This is an optimization exercise on Yosys and OpenROAD, whose aim is small area, a short achievable clock period and few clock cycles, not a production implementation. In this exercise RTL edits were held to simulation tests only and were not proved equivalent to the original. No activity file was given, so power comes from the tool's default toggle rates.

## flow/design.v (module list and top-level ports; edited modules follow where they fit)
// module riscv_mult_csa: 2383 lines
// module riscv_regfile: 22 lines
// module riscv_core: 489 lines
module riscv_core
(
  input  logic            clk,
  input  logic            rst_n,
  input  logic            fetch_enable_i,
  output logic            ctrl_busy_o,
  output logic            instr_req_o,
  output logic [31:0]     instr_addr_o,
  input  logic            instr_rvalid_i,
  input  logic [31:0]     instr_rdata_i,
  output logic            data_req_o,
  output logic [31:0]     data_addr_o,
  output logic [31:0]     data_wdata_o,
  output logic            data_we_o,
  output logic [3:0]      data_be_o,
  input  logic            data_rvalid_i,
  input  logic [31:0]     data_rdata_i
);
  // ...
==> flow/flow/run.sh <==
#!/bin/bash
# Standard synthesis and layout; the layout's timing repair aims for a setup
# slack of SETUP_MARGIN ns at the design's clock period (same SDC), so that
# the achieved period is pushed well below the constraint.
set -euo pipefail
SETUP_MARGIN=10
bash standard.sh synth > synth.log 2>&1
bash standard.sh SETUP_SLACK_MARGIN=$SETUP_MARGIN finish > layout.log 2>&1
==> flow/standard.sh <==
#!/bin/bash
# synth_recipe.tcl (not shown) runs the flow's synth.tcl, then flattens the netlist and writes it again
# the make line also repeats each setting of config.mk as NAME=value (left out here)
make -C /OpenROAD-flow-scripts/flow DESIGN_CONFIG=/design/flow/config.mk WORK_HOME=/design/flow/orfs CLKGATE_MAP_FILE= SYNTH_SCRIPT=/design/flow/synth_recipe.tcl "${@:-finish}"
==> flow/config.mk <==
export PLATFORM = sky130hd
export DESIGN_NAME = riscv_core
export DESIGN_NICKNAME = riscv_core
export VERILOG_FILES = /design/flow/design.v
export SDC_FILE = /design/flow/constraint.sdc
export NUM_CORES = 4
export LEC_CHECK = 0
export CAP_MARGIN = 20
export CELL_PAD_IN_SITES_DETAIL_PLACEMENT = 1
export CELL_PAD_IN_SITES_GLOBAL_PLACEMENT = 1
export CORE_MARGIN = 2
export CORE_UTILIZATION = 35
export PLACE_DENSITY = 0.45
export SLEW_MARGIN = 20
==> flow/constraint.sdc <==
create_clock -name core_clock -period 15.0 [get_ports {clk}]
set_input_delay 3.0000 -clock core_clock [delete_from_list [all_inputs] [get_ports {clk}]]
set_output_delay 3.0000 -clock core_clock [all_outputs]
set_load 0.01 [all_outputs]
==> reports/metrics.cfg, run 1 <==
[die]
nWellTaps = 4325
fp.dieH_um = 573
core_mm2 = 0.323
initial_core_util_pct = 35.1

[cells_and_area]
layout-area-overhead-vs-synth_pct = 27.2
largest_reg_flops = 992
dominant_cells = multi-input combinational cells
fin_area_mm2 = 0.144
reg_top3 = regfile_i.rf x992, m_cs_q x64, m_cc_q x61
regArea_mm2 = 0.0450

[synthesis]
ys_top_cells_by_area = edfxtp_1, dfxtp_1, fa_1
synth-xor-area-share_pct = 2.29
yosysTopAreaCellShare_pct = 27.9
synth_common_cells = nand2_1, edfxtp_1, nor2_1
muxShareOfSynthArea_pct = 2.48
synth_fp_nets = 13167
ys_seq_area_share_pct = 39.4
synth-compound-area-share_pct = 25.1
synth_edf_count = 1054

[sta]
fin_crit_ps = 5790
worst_slack_ps = 9210
finalCritPeriodShare_pct = 38.6
rsz0062_at_grt = true

[routing]
met1Wirelength_um = 275000
dr.max_layer_used = met5

[cts]
cts_setup_buffers = 497
cts_made_buffers = 201

[setup_path]
crit_arrival_ps = 6550
max_stage_delay_ps = 1110
cp.required_ps = 15760

[placement]
placed_cells = 16138
gp_congestion = 0.981
post_dp_cell_area_mm2 = 0.121
dp_worst_setup_slack_ps = 6610

[pwr]
internal-power_uw = 15300

[status]
status = no timing/DRC/antenna violations

[global_routing]
antenna_found_initial = 74

Testbench counts, summed over its fixed seeds: cycles 29,761.
==> module riscv_core, before the edit <==
module riscv_core
(
  input  logic            clk,
  input  logic            rst_n,
  input  logic            fetch_enable_i,
  output logic            ctrl_busy_o,
  output logic            instr_req_o,
  output logic [31:0]     instr_addr_o,
  input  logic            instr_rvalid_i,
  input  logic [31:0]     instr_rdata_i,
  output logic            data_req_o,
  output logic [31:0]     data_addr_o,
  output logic [31:0]     data_wdata_o,
  output logic            data_we_o,
  output logic [3:0]      data_be_o,
  input  logic            data_rvalid_i,
  input  logic [31:0]     data_rdata_i
);
  logic        started_q;
  logic [31:1] pc_f_q;           
  logic [31:1] pc_d_q;           
  logic        vd_q;             
  logic        pred_d_q;         
  logic        btb_v_q;
  logic [31:1] btb_pc_q, btb_tgt_q;
  logic        e_v_q;
  logic [31:1] e_pc_q;
  logic [31:0] e_a_q, e_b_q;
  logic [31:1] e_tgt_q;          
  logic [4:0]  e_rd_q;
  logic        e_we_q;
  logic        e_sub_q, e_r_add_q, e_r_slt_q, e_slt_u_q, e_r_xor_q, e_r_or_q, e_r_and_q;
  logic        e_r_sh_q, e_sh_left_q, e_sh_arith_q, e_r_link_q, e_r_csr_q;
  logic        e_load_q, e_store_q;
  logic [1:0]  e_size_q;
  logic        e_lsign_q;
  logic        e_branch_q, e_jal_q, e_jalr_q;
  logic [2:0]  e_bf3_q;
  logic        e_off4_q, e_off8_q, e_back_q;
  logic        e_mul_q, e_mulhi_q;
  logic [32:0] e_ma_q, e_mb_q;   
  logic        e_btbp_q;         
  logic        e_csr_q;
  logic [1:0]  e_csr_op_q;       
  logic        e_c_mscratch_q, e_c_mepc_q, e_c_mcause_q, e_c_mstatus_q, e_c_misa_q;
  logic        e_c_mtvec_q, e_c_mvendorid_q, e_c_marchid_q;
  logic        e_trap_q;
  logic [1:0]  e_cause_q;        
  logic        e_mret_q;
  logic        e_pred_q;
  logic        m_v_q;
  logic [4:0]  m_rd_q;
  logic        m_we_q;
  logic        m_load_q;
  logic        m_mul_q, m_mulhi_q;
  logic [1:0]  m_size_q;
  logic        m_lsign_q;
  logic [31:0] m_res_q;          
  logic [63:0] m_cs_q, m_cc_q;   
  logic        m_req_q, m_dwe_q;
  logic [3:0]  m_be_q;
  logic [31:0] m_wdata_q;
  logic        w_v_q;
  logic [4:0]  w_rd_q;
  logic        w_we_q;
  logic        w_load_q;
  logic [1:0]  w_size_q;
  logic        w_lsign_q;
  logic [1:0]  w_alo_q;
  logic [31:0] w_res_q;
  logic [31:0] mscratch_q;
  logic [31:1] mepc_q;
  logic [1:0]  mcause_q;         
  logic        mpie_q, mie_q;
  assign ctrl_busy_o  = started_q;
  assign instr_req_o  = 1'b1;
  assign instr_addr_o = {pc_f_q, 1'b0};
  assign data_req_o   = m_req_q;
  assign data_we_o    = m_dwe_q;
  assign data_addr_o  = m_res_q;
  assign data_be_o    = m_be_q;
  assign data_wdata_o = m_wdata_q;
  logic [31:0] ir;
  assign ir = instr_rdata_i;
  logic [6:0] opc;
  logic [2:0] f3;
  logic [6:0] f7;
  logic [4:0] rs1, rs2, rd;
  assign opc = ir[6:0];
  assign f3  = ir[14:12];
  assign f7  = ir[31:25];
  assign rs1 = ir[19:15];
  assign rs2 = ir[24:20];
  assign rd  = ir[11:7];
  logic [31:0] imm_i, imm_s, imm_u, imm_j;
  logic [12:1] imm_b;
  assign imm_i = {{20{ir[31]}}, ir[31:20]};
  assign imm_s = {{20{ir[31]}}, ir[31:25], ir[11:7]};
  assign imm_u = {ir[31:12], 12'b0};
  assign imm_j = {{12{ir[31]}}, ir[19:12], ir[20], ir[30:21], 1'b0};
  assign imm_b = {ir[31], ir[7], ir[30:25], ir[11:8]};
  logic op_lui, op_auipc, op_jal, op_jalr, op_br, op_ld, op_st, op_imm, op_op, op_fence, op_sys;
  assign op_lui   = (opc == 7'b0110111);
  assign op_auipc = (opc == 7'b0010111);
  assign op_jal   = (opc == 7'b1101111);
  assign op_jalr  = (opc == 7'b1100111);
  assign op_br    = (opc == 7'b1100011);
  assign op_ld    = (opc == 7'b0000011);
  assign op_st    = (opc == 7'b0100011);
  assign op_imm   = (opc == 7'b0010011);
  assign op_op    = (opc == 7'b0110011);
  assign op_fence = (opc == 7'b0001111);
  assign op_sys   = (opc == 7'b1110011);
  logic is_mul, sys_priv, sys_csr, is_ecall, is_ebreak, is_mret, sys_nop;
  assign is_mul    = op_op & (f7 == 7'b0000001) & ~f3[2];
  assign sys_priv  = op_sys & (f3 == 3'b000) & (rs1 == 5'd0) & (rd == 5'd0);
  assign is_ecall  = sys_priv & (ir[31:20] == 12'h000);
  assign is_ebreak = sys_priv & (ir[31:20] == 12'h001);
  assign is_mret   = sys_priv & (ir[31:20] == 12'h302);
  assign sys_nop   = sys_priv & ((ir[31:20] == 12'h7b2) | (ir[31:20] == 12'h105) | (ir[31:20] == 12'h8c0));
  assign sys_csr   = op_sys & (f3[1:0] != 2'b00);
  logic legal;
  always_comb begin
    legal = 1'b0;
    if (op_lui | op_auipc | op_jal | op_ld) legal = 1'b1;
    if (op_jalr & (f3 == 3'b000)) legal = 1'b1;
    if (op_br & (f3[2:1] != 2'b01)) legal = 1'b1;
    if (op_st & (f3[2] == 1'b0) & (f3[1:0] != 2'b11)) legal = 1'b1;
    if (op_imm) begin
      if (f3 == 3'b001)      legal = (f7 == 7'b0);
      else if (f3 == 3'b101) legal = (f7 == 7'b0) | (f7 == 7'b0100000);
      else                   legal = 1'b1;
    end
    if (op_op) legal = (f7 == 7'b0) | ((f7 == 7'b0100000) & ((f3 == 3'b000) | (f3 == 3'b101))) | is_mul;
    if (op_fence & (f3[2:1] == 2'b00)) legal = 1'b1;
    if (is_ecall | is_ebreak | is_mret | sys_nop | sys_csr) legal = 1'b1;
  end
  logic trap_d;
  assign trap_d = ~legal | is_ecall | is_ebreak;
  logic use1, use2;
  assign use1 = op_jalr | op_br | op_ld | op_st | op_imm | op_op | (sys_csr & ~f3[2]);
  assign use2 = op_br | op_st | op_op;
  logic wr_d;
  assign wr_d = legal & (op_lui | op_auipc | op_jal | op_jalr | op_ld | op_imm | op_op | sys_csr) & (rd != 5'd0);
  logic        w_wen;
  logic [31:0] w_data;
  logic [31:0] rf_a, rf_b;
  riscv_regfile regfile_i (
    .clk     ( clk     ),
    .raddr_a ( rs1     ),
    .rdata_a ( rf_a    ),
    .raddr_b ( rs2     ),
    .rdata_b ( rf_b    ),
    .we      ( w_wen   ),
    .waddr   ( w_rd_q  ),
    .wdata   ( w_data  )
  );
  logic [31:0] alu_out;    
  logic [31:0] m_result;   
  logic e_fw_ok, m_fw_ok, w_fw_ok;
  assign e_fw_ok = e_v_q & e_we_q;
  assign m_fw_ok = m_v_q & m_we_q;
  assign w_fw_ok = w_v_q & w_we_q;
  logic        hit1_e, hit1_m, hit1_w, hit2_e, hit2_m, hit2_w;
  assign hit1_e = e_fw_ok & (e_rd_q == rs1);
  assign hit1_m = m_fw_ok & (m_rd_q == rs1);
  assign hit1_w = w_fw_ok & (w_rd_q == rs1);
  assign hit2_e = e_fw_ok & (e_rd_q == rs2);
  assign hit2_m = m_fw_ok & (m_rd_q == rs2);
  assign hit2_w = w_fw_ok & (w_rd_q == rs2);
  logic [31:0] fw1, fw2;
  assign fw1 = hit1_e ? alu_out : hit1_m ? m_result : w_data;
  assign fw2 = hit2_e ? alu_out : hit2_m ? m_result : w_data;
  logic rf1_sel, rf2_sel;
  assign rf1_sel = ~(hit1_e | hit1_m | hit1_w);
  assign rf2_sel = ~(hit2_e | hit2_m | hit2_w);
  logic [31:0] rs1_v, rs2_v;
  assign rs1_v = rf1_sel ? rf_a : fw1;
  assign rs2_v = rf2_sel ? rf_b : fw2;
  logic        a_nreg, b_nreg;
  logic [31:0] a_alt, b_alt;
  assign a_nreg = op_lui | op_auipc | op_jal | (sys_csr & f3[2]);
  assign a_alt  = (op_auipc | op_jal) ? {pc_d_q, 1'b0} : (sys_csr & f3[2]) ? {27'b0, rs1} : 32'b0;
  assign b_nreg = ~(op_op | op_br);
  assign b_alt  = op_st ? imm_s : (op_lui | op_auipc) ? imm_u : op_jal ? imm_j : imm_i;
  logic [31:0] a_early, b_early;
  assign a_early = a_nreg ? a_alt : fw1;
  assign b_early = b_nreg ? b_alt : fw2;
  logic [31:0] a_next, b_next;
  assign a_next = (rf1_sel & ~a_nreg) ? rf_a : a_early;
  assign b_next = (rf2_sel & ~b_nreg) ? rf_b : b_early;
  logic e_late, m_late;
  assign e_late = e_fw_ok & (e_load_q | e_mul_q);
  assign m_late = m_fw_ok & m_load_q;
  logic hazard;
  assign hazard = (use1 & (rs1 != 5'd0) & ((e_late & (e_rd_q == rs1)) | (m_late & (m_rd_q == rs1)))) |
                  (use2 & (rs2 != 5'd0) & ((e_late & (e_rd_q == rs2)) | (m_late & (m_rd_q == rs2))));
  logic [32:0] sum33;
  logic [31:0] b_inv;
  assign b_inv = e_sub_q ? ~e_b_q : e_b_q;
  assign sum33 = {1'b0, e_a_q} + {1'b0, b_inv} + {32'b0, e_sub_q};
  logic ltu, lts, eq;
  assign ltu = ~sum33[32];
  assign lts = (e_a_q[31] ^ e_b_q[31]) ? e_a_q[31] : sum33[31];
  assign eq  = (e_a_q == e_b_q);
  logic [31:0] sh_in, sh_rev, sh_res;
  logic [32:0] sh_ext;
  always_comb begin
    for (int i = 0; i < 32; i++) sh_rev[i] = e_a_q[31 - i];
  end
  assign sh_in  = e_sh_left_q ? sh_rev : e_a_q;
  assign sh_ext = $signed({e_sh_arith_q & e_a_q[31], sh_in}) >>> e_b_q[4:0];
  always_comb begin
    for (int i = 0; i < 32; i++) sh_res[i] = e_sh_left_q ? sh_ext[31 - i] : sh_ext[i];
  end
  logic [31:1] link;
  assign link = e_pc_q + 31'd2;
  logic [31:0] csr_rdata;
  logic [31:0] mcause_val;
  always_comb begin
    case (mcause_q)
      2'd1:    mcause_val = 32'd2;
      2'd2:    mcause_val = 32'd3;
      2'd3:    mcause_val = 32'd11;
      default: mcause_val = 32'd0;
    endcase
  end
  assign csr_rdata = ({32{e_c_mscratch_q}}  & mscratch_q) |
                     ({32{e_c_mepc_q}}      & {mepc_q, 1'b0}) |
                     ({32{e_c_mcause_q}}    & mcause_val) |
                     ({32{e_c_mstatus_q}}   & {19'b0, 2'b11, 3'b0, mpie_q, 3'b0, mie_q, 3'b0}) |
                     ({32{e_c_misa_q}}      & 32'h4000_1100) |
                     ({32{e_c_mtvec_q}}     & 32'h0000_0001) |
                     ({32{e_c_mvendorid_q}} & 32'h0000_0602) |
                     ({32{e_c_marchid_q}}   & 32'h0000_0004);
  assign alu_out = ({32{e_r_add_q}}  & sum33[31:0]) |
                   ({32{e_r_slt_q}}  & {31'b0, e_slt_u_q ? ltu : lts}) |
                   ({32{e_r_xor_q}}  & (e_a_q ^ e_b_q)) |
                   ({32{e_r_or_q}}   & (e_a_q | e_b_q)) |
                   ({32{e_r_and_q}}  & (e_a_q & e_b_q)) |
                   ({32{e_r_sh_q}}   & sh_res) |
                   ({32{e_r_link_q}} & {link, 1'b0}) |
                   ({32{e_r_csr_q}}  & csr_rdata);
  logic cond;
  always_comb begin
    case (e_bf3_q[2:1])
      2'b00:   cond = eq;
      2'b10:   cond = lts;
      default: cond = ltu;
    endcase
    cond = cond ^ e_bf3_q[0];
  end
  logic [31:1] br_tgt;
  assign br_tgt = e_tgt_q;
  logic br_taken, jmp_taken;
  assign br_taken  = e_v_q & e_branch_q & cond;
  assign jmp_taken = e_v_q & (e_jal_q | br_taken);
  logic        redirect;       
  logic        skip8;          
  logic [31:1] tgt;
  always_comb begin
    redirect = 1'b0;
    skip8    = 1'b0;
    tgt      = link;
    if (e_v_q) begin
      if (e_trap_q) begin
        redirect = 1'b1;
        tgt      = 31'h2c;             
      end else if (e_mret_q) begin
        redirect = 1'b1;
        tgt      = mepc_q;
      end else if (e_jalr_q) begin
        redirect = 1'b1;
        tgt      = sum33[31:1];
      end else if (jmp_taken) begin
        tgt = br_tgt;
        if (e_pred_q)      ;
        else if (e_off4_q) ;
        else if (e_off8_q & ~pred_d_q) skip8 = 1'b1;
        else redirect = 1'b1;
      end else if (e_pred_q) begin
        redirect = 1'b1;               
        tgt      = link;
      end
    end
  end
  logic dv;         
  logic replay;
  assign dv     = vd_q & ~redirect & ~skip8;
  assign replay = dv & hazard;
  logic issue;      
  assign issue = dv & ~hazard;
  logic        dpred;
  logic [31:1] dtgt;
  assign dpred = issue & ~pred_d_q & ((op_jal & (imm_j != 32'd4)) | (op_br & (f3[2:1] != 2'b01) & ir[31]));
  assign dtgt  = pc_d_q + (op_jal ? imm_j[31:1] : {{19{imm_b[12]}}, imm_b});   
  logic btb_hit;
  assign btb_hit = btb_v_q & (btb_pc_q == pc_f_q);
  logic go;
  assign go = started_q | fetch_enable_i;
  logic [31:1] pc_f_early;
  always_comb begin
    if (redirect)     pc_f_early = tgt;
    else if (dpred)   pc_f_early = dtgt;
    else if (!go)     pc_f_early = pc_f_q;
    else if (btb_hit) pc_f_early = btb_tgt_q;
    else              pc_f_early = pc_f_q + 31'd2;
  end
  always_ff @(posedge clk, negedge rst_n) begin
    if (!rst_n) begin
      started_q <= 1'b0;
      pc_f_q    <= 31'h40;                
      vd_q      <= 1'b0;
      pred_d_q  <= 1'b0;
      btb_v_q   <= 1'b0;
    end else begin
      if (fetch_enable_i) started_q <= 1'b1;
      pc_f_q <= replay ? pc_d_q : pc_f_early;
      vd_q     <= go & ~redirect & ~replay & ~dpred;
      pred_d_q <= btb_hit;
      if (br_taken & e_back_q & ~e_btbp_q) btb_v_q <= 1'b1;
    end
  end
  always_ff @(posedge clk) begin
    pc_d_q <= pc_f_q;
    if (br_taken & e_back_q & ~e_btbp_q) begin
      btb_pc_q  <= e_pc_q;
      btb_tgt_q <= br_tgt;
    end
  end
  always_ff @(posedge clk, negedge rst_n) begin
    if (!rst_n) e_v_q <= 1'b0;
    else        e_v_q <= issue;
  end
  always_ff @(posedge clk) begin
    e_pc_q   <= pc_d_q;
    e_pred_q <= pred_d_q | dpred;
    e_btbp_q <= pred_d_q;
    e_rd_q   <= rd;
    e_we_q   <= wr_d;
    e_a_q    <= a_next;
    e_b_q    <= b_next;
    e_tgt_q  <= dtgt;
    e_sub_q      <= op_br | (op_op & ~f7[0] & (f3 == 3'b000) & f7[5]) | ((op_op & ~f7[0] | op_imm) & (f3[2:1] == 2'b01));
    e_r_add_q    <= op_lui | op_auipc | op_ld | op_st | ((op_op & ~f7[0] | op_imm) & (f3 == 3'b000));
    e_r_slt_q    <= (op_op & ~f7[0] | op_imm) & (f3[2:1] == 2'b01);
    e_slt_u_q    <= f3[0];
    e_r_xor_q    <= (op_op & ~f7[0] | op_imm) & (f3 == 3'b100);
    e_r_or_q     <= (op_op & ~f7[0] | op_imm) & (f3 == 3'b110);
    e_r_and_q    <= (op_op & ~f7[0] | op_imm) & (f3 == 3'b111);
    e_r_sh_q     <= (op_op & ~f7[0] | op_imm) & (f3[1:0] == 2'b01);
    e_sh_left_q  <= ~f3[2];
    e_sh_arith_q <= f7[5];
    e_r_link_q   <= op_jal | op_jalr;
    e_r_csr_q    <= sys_csr;
    e_load_q   <= op_ld;
    e_store_q  <= op_st & legal;
    e_size_q   <= f3[1:0];
    e_lsign_q  <= ~f3[2];
    e_branch_q <= op_br & legal;
    e_jal_q    <= op_jal;
    e_jalr_q   <= op_jalr & legal;
    e_bf3_q    <= f3;
    e_off4_q   <= op_jal ? (imm_j == 32'd4) : (imm_b == 12'd2);
    e_off8_q   <= op_jal ? (imm_j == 32'd8) : (imm_b == 12'd4);
    e_back_q   <= ir[31];
    e_mul_q    <= is_mul;
    e_mulhi_q  <= (f3[1:0] != 2'b00);
    e_ma_q     <= {(f3[1:0] != 2'b11) & rs1_v[31], rs1_v};
    e_mb_q     <= {(f3[1:0] == 2'b01) & rs2_v[31], rs2_v};
    e_csr_q          <= sys_csr;
    e_csr_op_q       <= (f3[1:0] == 2'b01 || rs1 != 5'd0) ? f3[1:0] : 2'b00;
    e_c_mscratch_q   <= (ir[31:20] == 12'h340);
    e_c_mepc_q       <= (ir[31:20] == 12'h341);
    e_c_mcause_q     <= (ir[31:20] == 12'h342);
    e_c_mstatus_q    <= (ir[31:20] == 12'h300);
    e_c_misa_q       <= (ir[31:20] == 12'h301);
    e_c_mtvec_q      <= (ir[31:20] == 12'h305);
    e_c_mvendorid_q  <= (ir[31:20] == 12'hf11);
    e_c_marchid_q    <= (ir[31:20] == 12'hf12);
    e_trap_q  <= trap_d;
    e_cause_q <= ~legal ? 2'd1 : is_ebreak ? 2'd2 : 2'd3;
    e_mret_q  <= is_mret;
  end
  logic [63:0] mul_s, mul_c;
  riscv_mult_csa mult_i (
    .a_i ( e_ma_q ),
    .b_i ( e_mb_q ),
    .s_o ( mul_s ),
    .c_o ( mul_c )
  );
  logic [31:0] csr_wval;
  always_comb begin
    case (e_csr_op_q)
      2'b10:   csr_wval = csr_rdata | e_a_q;
      2'b11:   csr_wval = csr_rdata & ~e_a_q;
      default: csr_wval = e_a_q;
    endcase
  end
  logic csr_we;
  assign csr_we = e_v_q & e_csr_q & ~e_trap_q & (e_csr_op_q != 2'b00);
  always_ff @(posedge clk, negedge rst_n) begin
    if (!rst_n) begin
      mscratch_q <= 32'b0;
      mepc_q     <= 31'b0;
      mcause_q   <= 2'b0;
      mpie_q     <= 1'b0;
      mie_q      <= 1'b0;
    end else begin
      if (e_v_q & e_trap_q) begin
        mepc_q   <= e_pc_q;
        mcause_q <= e_cause_q;
        mpie_q   <= mie_q;
        mie_q    <= 1'b0;
      end else begin
        if (csr_we & e_c_mscratch_q) mscratch_q <= csr_wval;
        if (csr_we & e_c_mepc_q)     mepc_q     <= csr_wval[31:1];
        if (e_v_q & e_mret_q) begin
          mpie_q <= 1'b1;
          mie_q  <= mpie_q;
        end
      end
    end
  end
  logic [3:0] be;
  always_comb begin
    case (e_size_q)
      2'b00:   be = 4'b0001 << sum33[1:0];
      2'b01:   be = sum33[1] ? 4'b1100 : 4'b0011;
      default: be = 4'b1111;
    endcase
  end
  always_ff @(posedge clk, negedge rst_n) begin
    if (!rst_n) begin
      m_v_q   <= 1'b0;
      m_req_q <= 1'b0;
    end else begin
      m_v_q   <= e_v_q & ~e_trap_q;
      m_req_q <= e_v_q & ~e_trap_q & (e_load_q | e_store_q);
    end
  end
  always_ff @(posedge clk) begin
    m_rd_q    <= e_rd_q;
    m_we_q    <= e_we_q & ~e_trap_q;
    m_load_q  <= e_load_q;
    m_mul_q   <= e_mul_q;
    m_mulhi_q <= e_mulhi_q;
    m_size_q  <= e_size_q;
    m_lsign_q <= e_lsign_q;
    m_res_q   <= alu_out;
    m_cs_q    <= mul_s;
    m_cc_q    <= mul_c;
    m_dwe_q   <= e_store_q;
    m_be_q    <= be;
    case (e_size_q)
      2'b00:   m_wdata_q <= {4{e_mb_q[7:0]}};
      2'b01:   m_wdata_q <= {2{e_mb_q[15:0]}};
      default: m_wdata_q <= e_mb_q[31:0];
    endcase
  end
  logic [63:0] prod;
  assign prod = m_cs_q + m_cc_q;
  assign m_result = m_mul_q ? (m_mulhi_q ? prod[63:32] : prod[31:0]) : m_res_q;
  always_ff @(posedge clk, negedge rst_n) begin
    if (!rst_n) w_v_q <= 1'b0;
    else        w_v_q <= m_v_q;
  end
  always_ff @(posedge clk) begin
    w_rd_q    <= m_rd_q;
    w_we_q    <= m_we_q;
    w_load_q  <= m_load_q;
    w_size_q  <= m_size_q;
    w_lsign_q <= m_lsign_q;
    w_alo_q   <= m_res_q[1:0];
    w_res_q   <= m_result;
  end
  logic [31:0] ld_sh;
  logic [31:0] ld_val;
  assign ld_sh = data_rdata_i >> {w_alo_q, 3'b000};
  always_comb begin
    case (w_size_q)
      2'b00:   ld_val = {{24{w_lsign_q & ld_sh[7]}}, ld_sh[7:0]};
      2'b01:   ld_val = {{16{w_lsign_q & ld_sh[15]}}, ld_sh[15:0]};
      default: ld_val = data_rdata_i;
    endcase
  end
  assign w_data = w_load_q ? ld_val : w_res_q;
  assign w_wen  = w_v_q & w_we_q;
endmodule
==> inputs of run 2 (changes only) <==
--- a/flow/design.v
+++ b/flow/design.v
@@ -2424,4 +2424,5 @@
   logic        started_q;
   logic [31:1] pc_f_q;           
+  logic [31:1] pc_o_q;           
   logic [31:1] pc_d_q;           
   logic        vd_q;             
@@ -2443,5 +2444,5 @@
   logic [2:0]  e_bf3_q;
   logic        e_off4_q, e_off8_q, e_back_q;
-  logic        e_mul_q, e_mulhi_q;
+  logic        e_mul_q, e_mulhi_q, e_mulhsu_q;
   logic [32:0] e_ma_q, e_mb_q;   
   logic        e_btbp_q;         
@@ -2458,8 +2459,10 @@
   logic        m_we_q;
   logic        m_load_q;
-  logic        m_mul_q, m_mulhi_q;
+  logic        m_mul_q, m_mulhi_q, m_mulhsu_q;
+  logic [15:0] m_ahi_q, m_bhi_q;   
   logic [1:0]  m_size_q;
   logic        m_lsign_q;
   logic [31:0] m_res_q;          
+  logic [31:0] m_addr_q;         
   logic [63:0] m_cs_q, m_cc_q;   
   logic        m_req_q, m_dwe_q;
@@ -2474,4 +2477,6 @@
   logic [1:0]  w_alo_q;
   logic [31:0] w_res_q;
+  logic        w_mulhsu_q;
+  logic [16:0] w_y17_q;          
   logic [31:0] mscratch_q;
   logic [31:1] mepc_q;
@@ -2480,8 +2485,8 @@
   assign ctrl_busy_o  = started_q;
   assign instr_req_o  = 1'b1;
-  assign instr_addr_o = {pc_f_q, 1'b0};
+  assign instr_addr_o = {pc_o_q, 1'b0};
   assign data_req_o   = m_req_q;
   assign data_we_o    = m_dwe_q;
-  assign data_addr_o  = m_res_q;
+  assign data_addr_o  = m_addr_q;
   assign data_be_o    = m_be_q;
   assign data_wdata_o = m_wdata_q;
@@ -2597,5 +2602,5 @@
   logic e_late, m_late;
   assign e_late = e_fw_ok & (e_load_q | e_mul_q);
-  assign m_late = m_fw_ok & m_load_q;
+  assign m_late = m_fw_ok & (m_load_q | (m_mul_q & m_mulhsu_q));
   logic hazard;
   assign hazard = (use1 & (rs1 != 5'd0) & ((e_late & (e_rd_q == rs1)) | (m_late & (m_rd_q == rs1)))) |
@@ -2679,5 +2684,5 @@
         tgt      = sum33[31:1];
       end else if (jmp_taken) begin
-        tgt = br_tgt;
+        tgt = e_jal_q ? sum33[31:1] : br_tgt;
         if (e_pred_q)      ;
         else if (e_off4_q) ;
@@ -2698,6 +2703,6 @@
   logic        dpred;
   logic [31:1] dtgt;
-  assign dpred = issue & ~pred_d_q & ((op_jal & (imm_j != 32'd4)) | (op_br & (f3[2:1] != 2'b01) & ir[31]));
-  assign dtgt  = pc_d_q + (op_jal ? imm_j[31:1] : {{19{imm_b[12]}}, imm_b});   
+  assign dpred = issue & ~pred_d_q & op_br & (f3[2:1] != 2'b01) & ir[31];
+  assign dtgt  = pc_d_q + {{19{imm_b[12]}}, imm_b};   
   logic btb_hit;
   assign btb_hit = btb_v_q & (btb_pc_q == pc_f_q);
@@ -2728,4 +2733,8 @@
   end
   always_ff @(posedge clk) begin
+    if (!rst_n) pc_o_q <= 31'h40;
+    else        pc_o_q <= replay ? pc_d_q : pc_f_early;
+  end
+  always_ff @(posedge clk) begin
     pc_d_q <= pc_f_q;
     if (br_taken & e_back_q & ~e_btbp_q) begin
@@ -2772,4 +2781,5 @@
     e_mul_q    <= is_mul;
     e_mulhi_q  <= (f3[1:0] != 2'b00);
+    e_mulhsu_q <= (f3[1:0] == 2'b10);
     e_ma_q     <= {(f3[1:0] != 2'b11) & rs1_v[31], rs1_v};
     e_mb_q     <= {(f3[1:0] == 2'b01) & rs2_v[31], rs2_v};
@@ -2851,7 +2861,11 @@
     m_mul_q   <= e_mul_q;
     m_mulhi_q <= e_mulhi_q;
+    m_mulhsu_q <= e_mulhsu_q;
+    m_ahi_q   <= e_ma_q[31:16];
+    m_bhi_q   <= e_mb_q[31:16];
     m_size_q  <= e_size_q;
     m_lsign_q <= e_lsign_q;
     m_res_q   <= alu_out;
+    if (e_load_q | e_store_q) m_addr_q <= alu_out;
     m_cs_q    <= mul_s;
     m_cc_q    <= mul_c;
@@ -2867,4 +2881,6 @@
   assign prod = m_cs_q + m_cc_q;
   assign m_result = m_mul_q ? (m_mulhi_q ? prod[63:32] : prod[31:0]) : m_res_q;
+  logic [16:0] y17;
+  assign y17 = 17'(m_ahi_q * m_bhi_q) ^ {m_ahi_q[15] & m_bhi_q[0], 16'b0};
   always_ff @(posedge clk, negedge rst_n) begin
     if (!rst_n) w_v_q <= 1'b0;
@@ -2879,4 +2895,6 @@
     w_alo_q   <= m_res_q[1:0];
     w_res_q   <= m_result;
+    w_mulhsu_q <= m_mul_q & m_mulhsu_q;
+    w_y17_q   <= y17;
   end
   logic [31:0] ld_sh;
@@ -2890,5 +2908,11 @@
     endcase
   end
-  assign w_data = w_load_q ? ld_val : w_res_q;
+  logic [16:0] hsu_r;
+  logic        hsu_k;
+  logic [31:0] w_mres;
+  assign hsu_r  = w_res_q[16:0] - w_y17_q;
+  assign hsu_k  = w_mulhsu_q & hsu_r[16] & ~hsu_r[15];
+  assign w_mres = hsu_k ? {w_res_q[31:17] - 15'd1, w_res_q[16:0]} : w_res_q;
+  assign w_data = w_load_q ? ld_val : w_mres;
   assign w_wen  = w_v_q & w_we_q;
 endmodule
--- a/flow/flow/run.sh
+++ b/flow/flow/run.sh
@@ -4,5 +4,5 @@
 # the achieved period is pushed well below the constraint.
 set -euo pipefail
-SETUP_MARGIN=10
+SETUP_MARGIN=9.8
 bash standard.sh synth > synth.log 2>&1
 bash standard.sh SETUP_SLACK_MARGIN=$SETUP_MARGIN finish > layout.log 2>&1
--- a/flow/config.mk
+++ b/flow/config.mk
@@ -10,5 +10,6 @@
 export CELL_PAD_IN_SITES_GLOBAL_PLACEMENT = 1
 export CORE_MARGIN = 2
-export CORE_UTILIZATION = 35
-export PLACE_DENSITY = 0.45
+export CORE_UTILIZATION = 38
+export PLACE_DENSITY = 0.5
 export SLEW_MARGIN = 20
+export TNS_END_PERCENT = 10
==> run 2 against run 1 <==
Still clean on timing, DRC and antenna. Utilization down 0.11 points. Die area down 1.8%. Synthesized cell count up 5.9%. Critical path depth down 6. Power up 8.5%. Via count up 0.93%. First-iteration DRC count up 2.7%. Critical path type unchanged. Critical endpoint is now e_a_q[0]$_DFF_P_. Highest routed layer unchanged.
==> reports/metrics.cfg, run 2 <==
[setup_path]
path_cells = buf_6 > nand3b_1 > buf_4 > nor2_4 > buf_4 > buf_4 > a22o_1 > a221oi_1 > nand4_1 > o221ai_1 > o221ai_2 > a22o_1
cp.required_ps = 15820  ; +60 ps
cp-start-kind = input port
crit_slowest_cell = o221ai_1
crit_path_max_fanout = 21
cp_num_buf_inv = 4
endpoint_kind = flop
max_stage_delay_ps = 430  ; -680 ps
critical_path.top_delay_family = compound AO/OA/AOI/OAI gates
crit_path_frequent_cell = buf_4
crit_arrival_ps = 6490  ; -60 ps
criticalPathCategory = in2reg
reg2reg_slack_ps = 9520

[sta]
fin_setup_tns_ps = 0
hold_viol_final = 0
slew_viol_final = 0
slew_headroom_pct = 17.7
setup_viol = 0
fmax_mhz = 176
tightest_slew_ps = 1220
rsz0062_at_grt = true
fin_crit_ps = 5680  ; -111 ps
finalCritPeriodShare_pct = 37.9  ; -0.74 points
clock_skew_ps = 113

[cells_and_area]
regMostFlops = regfile_i.rf
drive_gt1_share_pct = 13.0
fillers = 35213
layout_commonest_cell = nand2_1
largest_reg_flops = 992  ; unchanged
fin_area_mm2 = 0.141  ; -2.1%
layout-area-overhead-vs-synth_pct = 16.8
nNetsFinal = 13960
final_util_pct = 44.5
layout_common_cells = nand2_1, edfxtp_1, nor2_1, o21ai_0, a21oi_1
reg_top3 = regfile_i.rf x992, m_cs_q x64, m_cc_q x61

[die]
core_mm2 = 0.318  ; -1.8%
die_x_um = 568
fp.dieH_um = 568  ; -0.89%
io_pins = 173
die-area_mm2 = 0.323
row_count = 207
initial_core_util_pct = 38.1  ; +3.0 points

[cts]
worst_skew_pair.late_latency_ps = 980
clkSlewWorstSetupHoldPaths_ps = 60
cts_tree = done
cts_made_buffers = 207  ; +3.0%
clock_path_buffers = 4
numClockSinks = 1794
cts_root_buf = clkbuf_16
h-tree-depth = 4

[placement]
post_dp_cell_area_mm2 = 0.128  ; +5.7%
gp_congestion = 0.988  ; +0.69%
io_buffers = 168
hpwl_um = 456000

[global_routing]
grt_usage_pct = 40.7
gr-usage-met1_pct = 55.1
use_met2_pct = 58.7
grt_use_met3_pct = 11.4
antenna_found_initial = 75  ; +1.4%
grt_pass1_vias = 114168
busiest_layer = met2
grt.overflow.total = 0
grt_first_pass_wirelength_um = 930000
grt_start_max_net_pins = 93

[synthesis]
ys_top_cells_by_area = edfxtp_1, dfxtp_1, fa_1
synth.most_common_cell = nand2_1
ys.flop_type = edfxtp_1
synthCells = 13125
yosysWarnings = 35
synth_common_cells = nand2_1, nor2_1, edfxtp_1
synth_top_area_cell = edfxtp_1
synth_area_mm2 = 0.121
yosysUniqueCellTypes = 120
synth_edf_count = 1086  ; +3.0%
syn_area_per_cell_um2 = 9.22
ys_seq_area_share_pct = 39.1  ; -0.29 points
synth_fp_nets = 14061  ; +6.8%
yosysTopAreaCellShare_pct = 26.9  ; -0.94 points
ys_seq_elements = 1794
async_reset_ff_share_pct = 5.91

[pwr]
ir_drop_uv = 444
p_total_uw = 31700
leakagePower_uw = 0.0526
p_per_area_mw_per_mm2 = 224

[status]
status = no timing/DRC/antenna violations

[routing]
drtIter0Drc = 18132
viasPerCell = 6.80
wirelength_um = 694000
drc = 0
num_vias = 118375
first_pass_iters = 9
wl_per_cell_um = 39.8
detail-route-antenna-nets = 0

[run]
drv_cap = 0

[min_path]
hold_class = reg2reg

==> run 2: through the flow <==
stage	setup WS, ps	std cells	hold WS [ps]
final	9320	17416	328
after global placement	6390	16691	314
after global routing	9430	17378	340
after floorplan	9270	13125	310
after detailed placement	6450	16695	316
after CTS	9440	17275	329
==> run 2: cell type report <==
class	count	area, um^2	share of cell area (%)
multi-input combinational	9379	68800	48.7
sequential	1794	47600	33.7
timing repair buffer	883	9690	6.86
clock buffer	258	5590	3.95
tap	4180	5230	3.70
inverter	755	2890	2.05
clock inverter	123	1390	0.986
antenna	40	100	0.0708
timing repair inverter	4	22.5	0.0159
==> run 2: power by group <==
part,total (uW),switching (uW),internal [uW]
logic,19700,12300,7470
registers,6600,629,5970
clock network,5350,2330,3020
==> run 2: worst paths after layout <==
kind / start / endpoint / cells after the start
min in group asynchronous: rst_n / started_q$_DFFE_PN0P_ / 1
setup reg to reg: e_sub_q$_DFF_P_ / e_b_q[27]$_DFF_P_ / 15
hold reg to reg: m_size_q[1]$_DFF_P_ / w_size_q[1]$_DFF_P_ / 0
max in group asynchronous: rst_n / mscratch_q[6]$_DFFE_PN0P_ / 2
setup / recovery: instr_rdata_i[18] / e_a_q[0]$_DFF_P_ / 12
hold / removal: m_size_q[1]$_DFF_P_ / w_size_q[1]$_DFF_P_ / 0
==> run 2: timing repair <==
| action | 4_1_cts | 5_1_grt |
|---|---|---|
| pin swaps | 89 | 45 |
| gates cloned | 18 | 9 |
| setup buffers | 181 | 90 |
| hold buffers | 0 | 0 |
| setup endpoints to repair | 512 | 341 |
| gates resized for setup | 672 | 253 |
==> run 2: cells by family (layout without fill, tap and decap cells) <==
family / after synthesis / in the layout / synth area share, %
buffers and inverters: 1953 / 2023 / 6.20
multiplexers: 185 / 185 / 1.98
XOR/XNOR: 345 / 345 / 2.50
adder cells (fa/ha/maj): 1004 / 1004 / 13.5
AND/OR/NAND/NOR: 3471 / 3472 / 12.7
flip-flops: 1794 / 1794 / 39.1
other: 2 / 42 / 0.00621
AO/OA/AOI/OAI: 4371 / 4371 / 24.0
==> run 2: metal layers <==
layer | share of wire (%) | wire length, um | vias to the layer above
li1 | - | - | 47844
met1 | 40 | 279000 | 60658
met3 | 12 | 82900 | 1921
met5 | 0.038 | 265 | -
met4 | 6.7 | 46500 | 36
met2 | 41 | 286000 | 7916
Testbench counts of run 2, summed over its fixed seeds: cycles 30,000.
==> inputs of run 3 (changes only) <==
==> flow/config.mk (replaced) <==
export PLATFORM = sky130hd
export DESIGN_NAME = riscv_core
export DESIGN_NICKNAME = riscv_core
export VERILOG_FILES = /design/flow/design.v
export SDC_FILE = /design/flow/constraint.sdc
export NUM_CORES = 4
export LEC_CHECK = 0
export CAP_MARGIN = 20
export CORE_MARGIN = 2
export CORE_UTILIZATION = 45
export PLACE_DENSITY = 0.6
export SLEW_MARGIN = 20
export TNS_END_PERCENT = 10
==> run 3 against run 2 <==
Still clean on timing, DRC and antenna. Non-clock buffer count fell by 152. Power down 0.17%. Sequential share of layout area is 0.73 points higher. Synthesized area unchanged. Routed wire length shrank 16%. Global-route usage about the same. Utilization increased by 7.1 points. Maximum frequency fell by 0.53%. Final area decreased by 2.2%. Flip-flop and latch count did not move. Synthesized cell count unchanged. Die area fell by 15%. Largest cell class unchanged. Largest power group unchanged.
==> reports/metrics.cfg, run 3 <==
[status]
status = no timing/DRC/antenna violations

[cells_and_area]
drive_gt1_share_pct = 11.9  ; -1.1 points
reg_top3 = regfile_i.rf x992, m_cs_q x64, m_cc_q x61
layoutNonFillerInstCount = 16599  ; -4.7%
nNetsFinal = 13797  ; -1.2%
layout-area-overhead-vs-synth_pct = 14.2
regMostFlops = regfile_i.rf
layout_common_cells = nand2_1, edfxtp_1, nor2_1, o21ai_0, a21oi_1
largest_reg_flops = 992  ; unchanged
layout_commonest_cell = nand2_1
final_util_pct = 51.6  ; +7.1 points

[synthesis]
yosysTopAreaCellShare_pct = 26.9  ; unchanged
ys_seq_elements = 1794  ; unchanged
synth_top_family_by_area = compound AO/OA/AOI/OAI gates
async_reset_ff_share_pct = 5.91  ; unchanged
synth.most_common_cell = nand2_1
synth_common_cells = nand2_1, nor2_1, edfxtp_1
synthCells = 13125  ; unchanged
yosys.area_share.simple_pct = 12.7  ; unchanged
ys_top_cells_by_area = edfxtp_1, dfxtp_1, fa_1
synth-xor-area-share_pct = 2.50  ; unchanged
yosysUniqueCellTypes = 120  ; unchanged
syn_area_per_cell_um2 = 9.22  ; unchanged
muxShareOfSynthArea_pct = 1.98  ; unchanged
synth_top_area_cell = edfxtp_1
synth_edf_count = 1086  ; unchanged
ys_seq_area_share_pct = 39.1  ; unchanged
synth-compound-area-share_pct = 24.0  ; unchanged
synth_fp_nets = 14061  ; unchanged
yosysWarnings = 35  ; unchanged
ys.flop_type = edfxtp_1
synth_area_mm2 = 0.121  ; unchanged
synth_fa_ha_area_share_pct = 13.5  ; unchanged

[routing]
num_vias = 116319  ; -1.7%
wl_per_cell_um = 35.2  ; -12%
drc = 0  ; unchanged
wirelength_um = 585000  ; -16%
viasPerCell = 7.01  ; +3.1%
drtIter0Drc = 21655  ; +19%
detail-route-antenna-nets = 0  ; unchanged
first_pass_iters = 13  ; +4

[setup_path]
cp.required_ps = 15840  ; +20 ps
crit_arrival_ps = 6540  ; +50 ps
crit_start = instr_rdata_i[23]
endpoint_kind = flop
crit_path_max_fanout = 27  ; +29%
regToRegStartpoint = e_sub_q$_DFF_P_
criticalPathCategory = in2reg
cp-start-kind = input port

[sta]
hold_viol_final = 0  ; unchanged
whs_ps = 324  ; -4.20 ps
rsz0062_at_grt = true
fmax_mhz = 175  ; -0.53%
tightest_slew_ps = 1270  ; +45.9 ps
finalCritPeriodShare_pct = 38.1  ; +0.20 points
clock_skew_ps = 115  ; +2.61 ps
fin_crit_ps = 5710  ; +30.1 ps
slew_viol_final = 0  ; unchanged
fin_setup_tns_ps = 0  ; unchanged
worst_slack_ps = 9290  ; -30.1 ps
slew_headroom_pct = 15.4  ; -2.4 points
setup_viol = 0  ; unchanged

[placement]
placed_cells = 16011  ; -4.1%
gp_congestion = 1.08  ; +9.4%
dp_worst_setup_slack_ps = 6460  ; +12.6 ps
io_buffers = 168  ; unchanged
hpwl_um = 376000  ; -18%

[global_routing]
grt_first_pass_wirelength_um = 798000  ; -14%
grt_pass1_vias = 105416  ; -7.7%
grt.overflow.total = 0  ; unchanged
grt_start_max_net_pins = 139  ; +49%
grt_usage_pct = 40.7  ; about the same
antenna_found_initial = 59  ; -21%

[die]
core_mm2 = 0.268  ; -16%
die-area_mm2 = 0.273  ; -15%
initial_core_util_pct = 45.2  ; +7.1 points
die_x_um = 523  ; -8.0%
row_count = 190  ; -8.2%
io_pins = 173  ; unchanged
fp.dieH_um = 523  ; -8.0%

[cts]
clkSlewWorstSetupHoldPaths_ps = 70  ; about the same
worst_skew_pair.late_latency_ps = 940  ; -40 ps
cts_root_buf = clkbuf_16
h-tree-depth = 4  ; unchanged
cts_made_buffers = 195  ; -5.8%
cts_hold_buf = 0  ; unchanged
numClockSinks = 1794  ; unchanged
cts_tree = done
clock_path_buffers = 4  ; unchanged

[min_path]
hold_class = reg2reg
worstHoldStart = e_mulhsu_q$_DFF_P_

[pwr]
ir_drop_uv = 916  ; +110%
leakagePower_uw = 0.0514  ; -2.3%
p_per_area_mw_per_mm2 = 229  ; +2.1%

[run]
drv_cap = 0  ; unchanged

run 3: cell types whose count changed in the layout (fill, tap and decap cells not counted), moves of 13 or more:
cell | previous run | this run
buf_12 | 84 | 50
buf_16 | 32 | 18
buf_4 | 458 | 406
buf_6 | 97 | 80
buf_8 | 33 | 20
bufinv_16 | 21 | 41
clkbuf_1 | 33 | 19
clkbuf_16 | 218 | 203
clkinv_2 | 45 | 16
dfxtp_2 | 31 | 44
dfxtp_4 | 61 | 46
run 3: worst paths after layout:
| path | end | slack, ps | cells past startpoint |
|---|---|---|---|
| max in group asynchronous | pc_f_q[13]$_DFF_PN0_ | 11760 | 2 |
| min in group asynchronous | started_q$_DFFE_PN0P_ | 2090 | 1 |
| worst max-delay path | e_b_q[1]$_DFF_P_ | 9290 | 15 |
| worst min-delay path | m_mulhsu_q$_DFF_P_ | 320 | 0 |
| worst max register to register | e_mb_q[30]$_DFF_P_ | 9420 | 15 |
| worst min register to register | m_mulhsu_q$_DFF_P_ | 320 | 0 |
run 3: layer usage:
layer	GRT usage, %	wire [um]
met4	25.6	50100
met2	58.3	238000
met1	51.8	207000
met3	14.9	88300
met5	0.386	488
run 3: report_power, final:
group	total (uW)	internal [uW]	leakage, uW	switching, uW
Sequential	6500	5970	0.0164	531
Combinational	19700	7660	0.0316	12000
Clock	5430	3210	0.00340	2220
run 3: worst max-delay path: stages:
cell      delay [ps]
buf_6            200
nor2b_2          440
nand2_2          240
nor2_4           440
buf_6            540
a22o_1           250
a221oi_1          60
nand4_1          150
nor3_1            70
buf_4            190
nor2_1           270
a21oi_1           70
o21ai_0          300
nor2_1            80
a31oi_1          180
run 3: area by class of cell:
| class | count | area [um^2] |
|---|---|---|
| clock inverters | 120 | 1830 |
| repair inverters | 2 | 15.0 |
| well taps | 3552 | 4440 |
| repair buffers | 731 | 7390 |
| inverters | 755 | 2880 |
| fillers | 24097 | 129000 |
| diodes | 31 | 77.6 |
| flip-flops and latches | 1794 | 47500 |
| multi-input cells | 9382 | 68800 |
| clock buffers | 232 | 5220 |
run 3: what timing repair did:
item / 4_1_cts / 5_1_grt
resized for setup: 546 / 264
pin swaps: 72 / 49
gates cloned: 8 / 8
setup endpoints to repair: 692 / 358
buffers inserted: 120 / 69
run 3: logic make-up (layout without fill, tap and decap cells):
kind of cell             Yosys count  after routing
AO/OA/AOI/OAI                   4371           4374
other                              2             33
adder cells (fa/ha/maj)         1004           1004
XOR/XNOR                         345            345
buffers and inverters           1953           1840
multiplexers                     185            185
flip-flops                      1794           1794
AND/OR/NAND/NOR                 3471           3472
run 3: through the flow:
stage | total power, uW | instance area, um^2
after floorplan | 17100 | 121000
after global placement | 24800 | 126000
after detailed placement | 24700 | 126000
after CTS | 30600 | 136000
after global routing | 33200 | 138000
final | 31600 | 138000

-- afterwards: timing with drivers on the ports --
The results above use ideal ports. As a check the final layouts listed here were re-extracted and re-timed, cells and wires unchanged. Step 1: set_driving_cell puts a clkbuf_16 on clk and a buf_2 on each other input, an assumption about the parent block. Step 2 times the ports against the registers' clock, not the clock port: input delays grow and output delays shrink by t, the midpoint of the rising clock arrivals with the driver on. Slacks: ideal ports / drivers / drivers and shift; pairs: ideal ports / drivers.
run	shift t [ns]	setup WS [ns]	worst hold slack (ns)
run 1	1.042	9.210 / 9.232 / 8.190	0.327 / 0.327 / 0.327
run 2	1.028	9.321 / 9.382 / 8.354	0.328 / 0.328 / 0.328
run 3	0.984	9.291 / 9.149 / 8.165	0.324 / 0.324 / 0.324
After both steps every run listed still meets setup and hold. For run 3, which loses most, drivers alone change the setup slack by -0.142 ns; drivers and shift together by -1.126 ns.
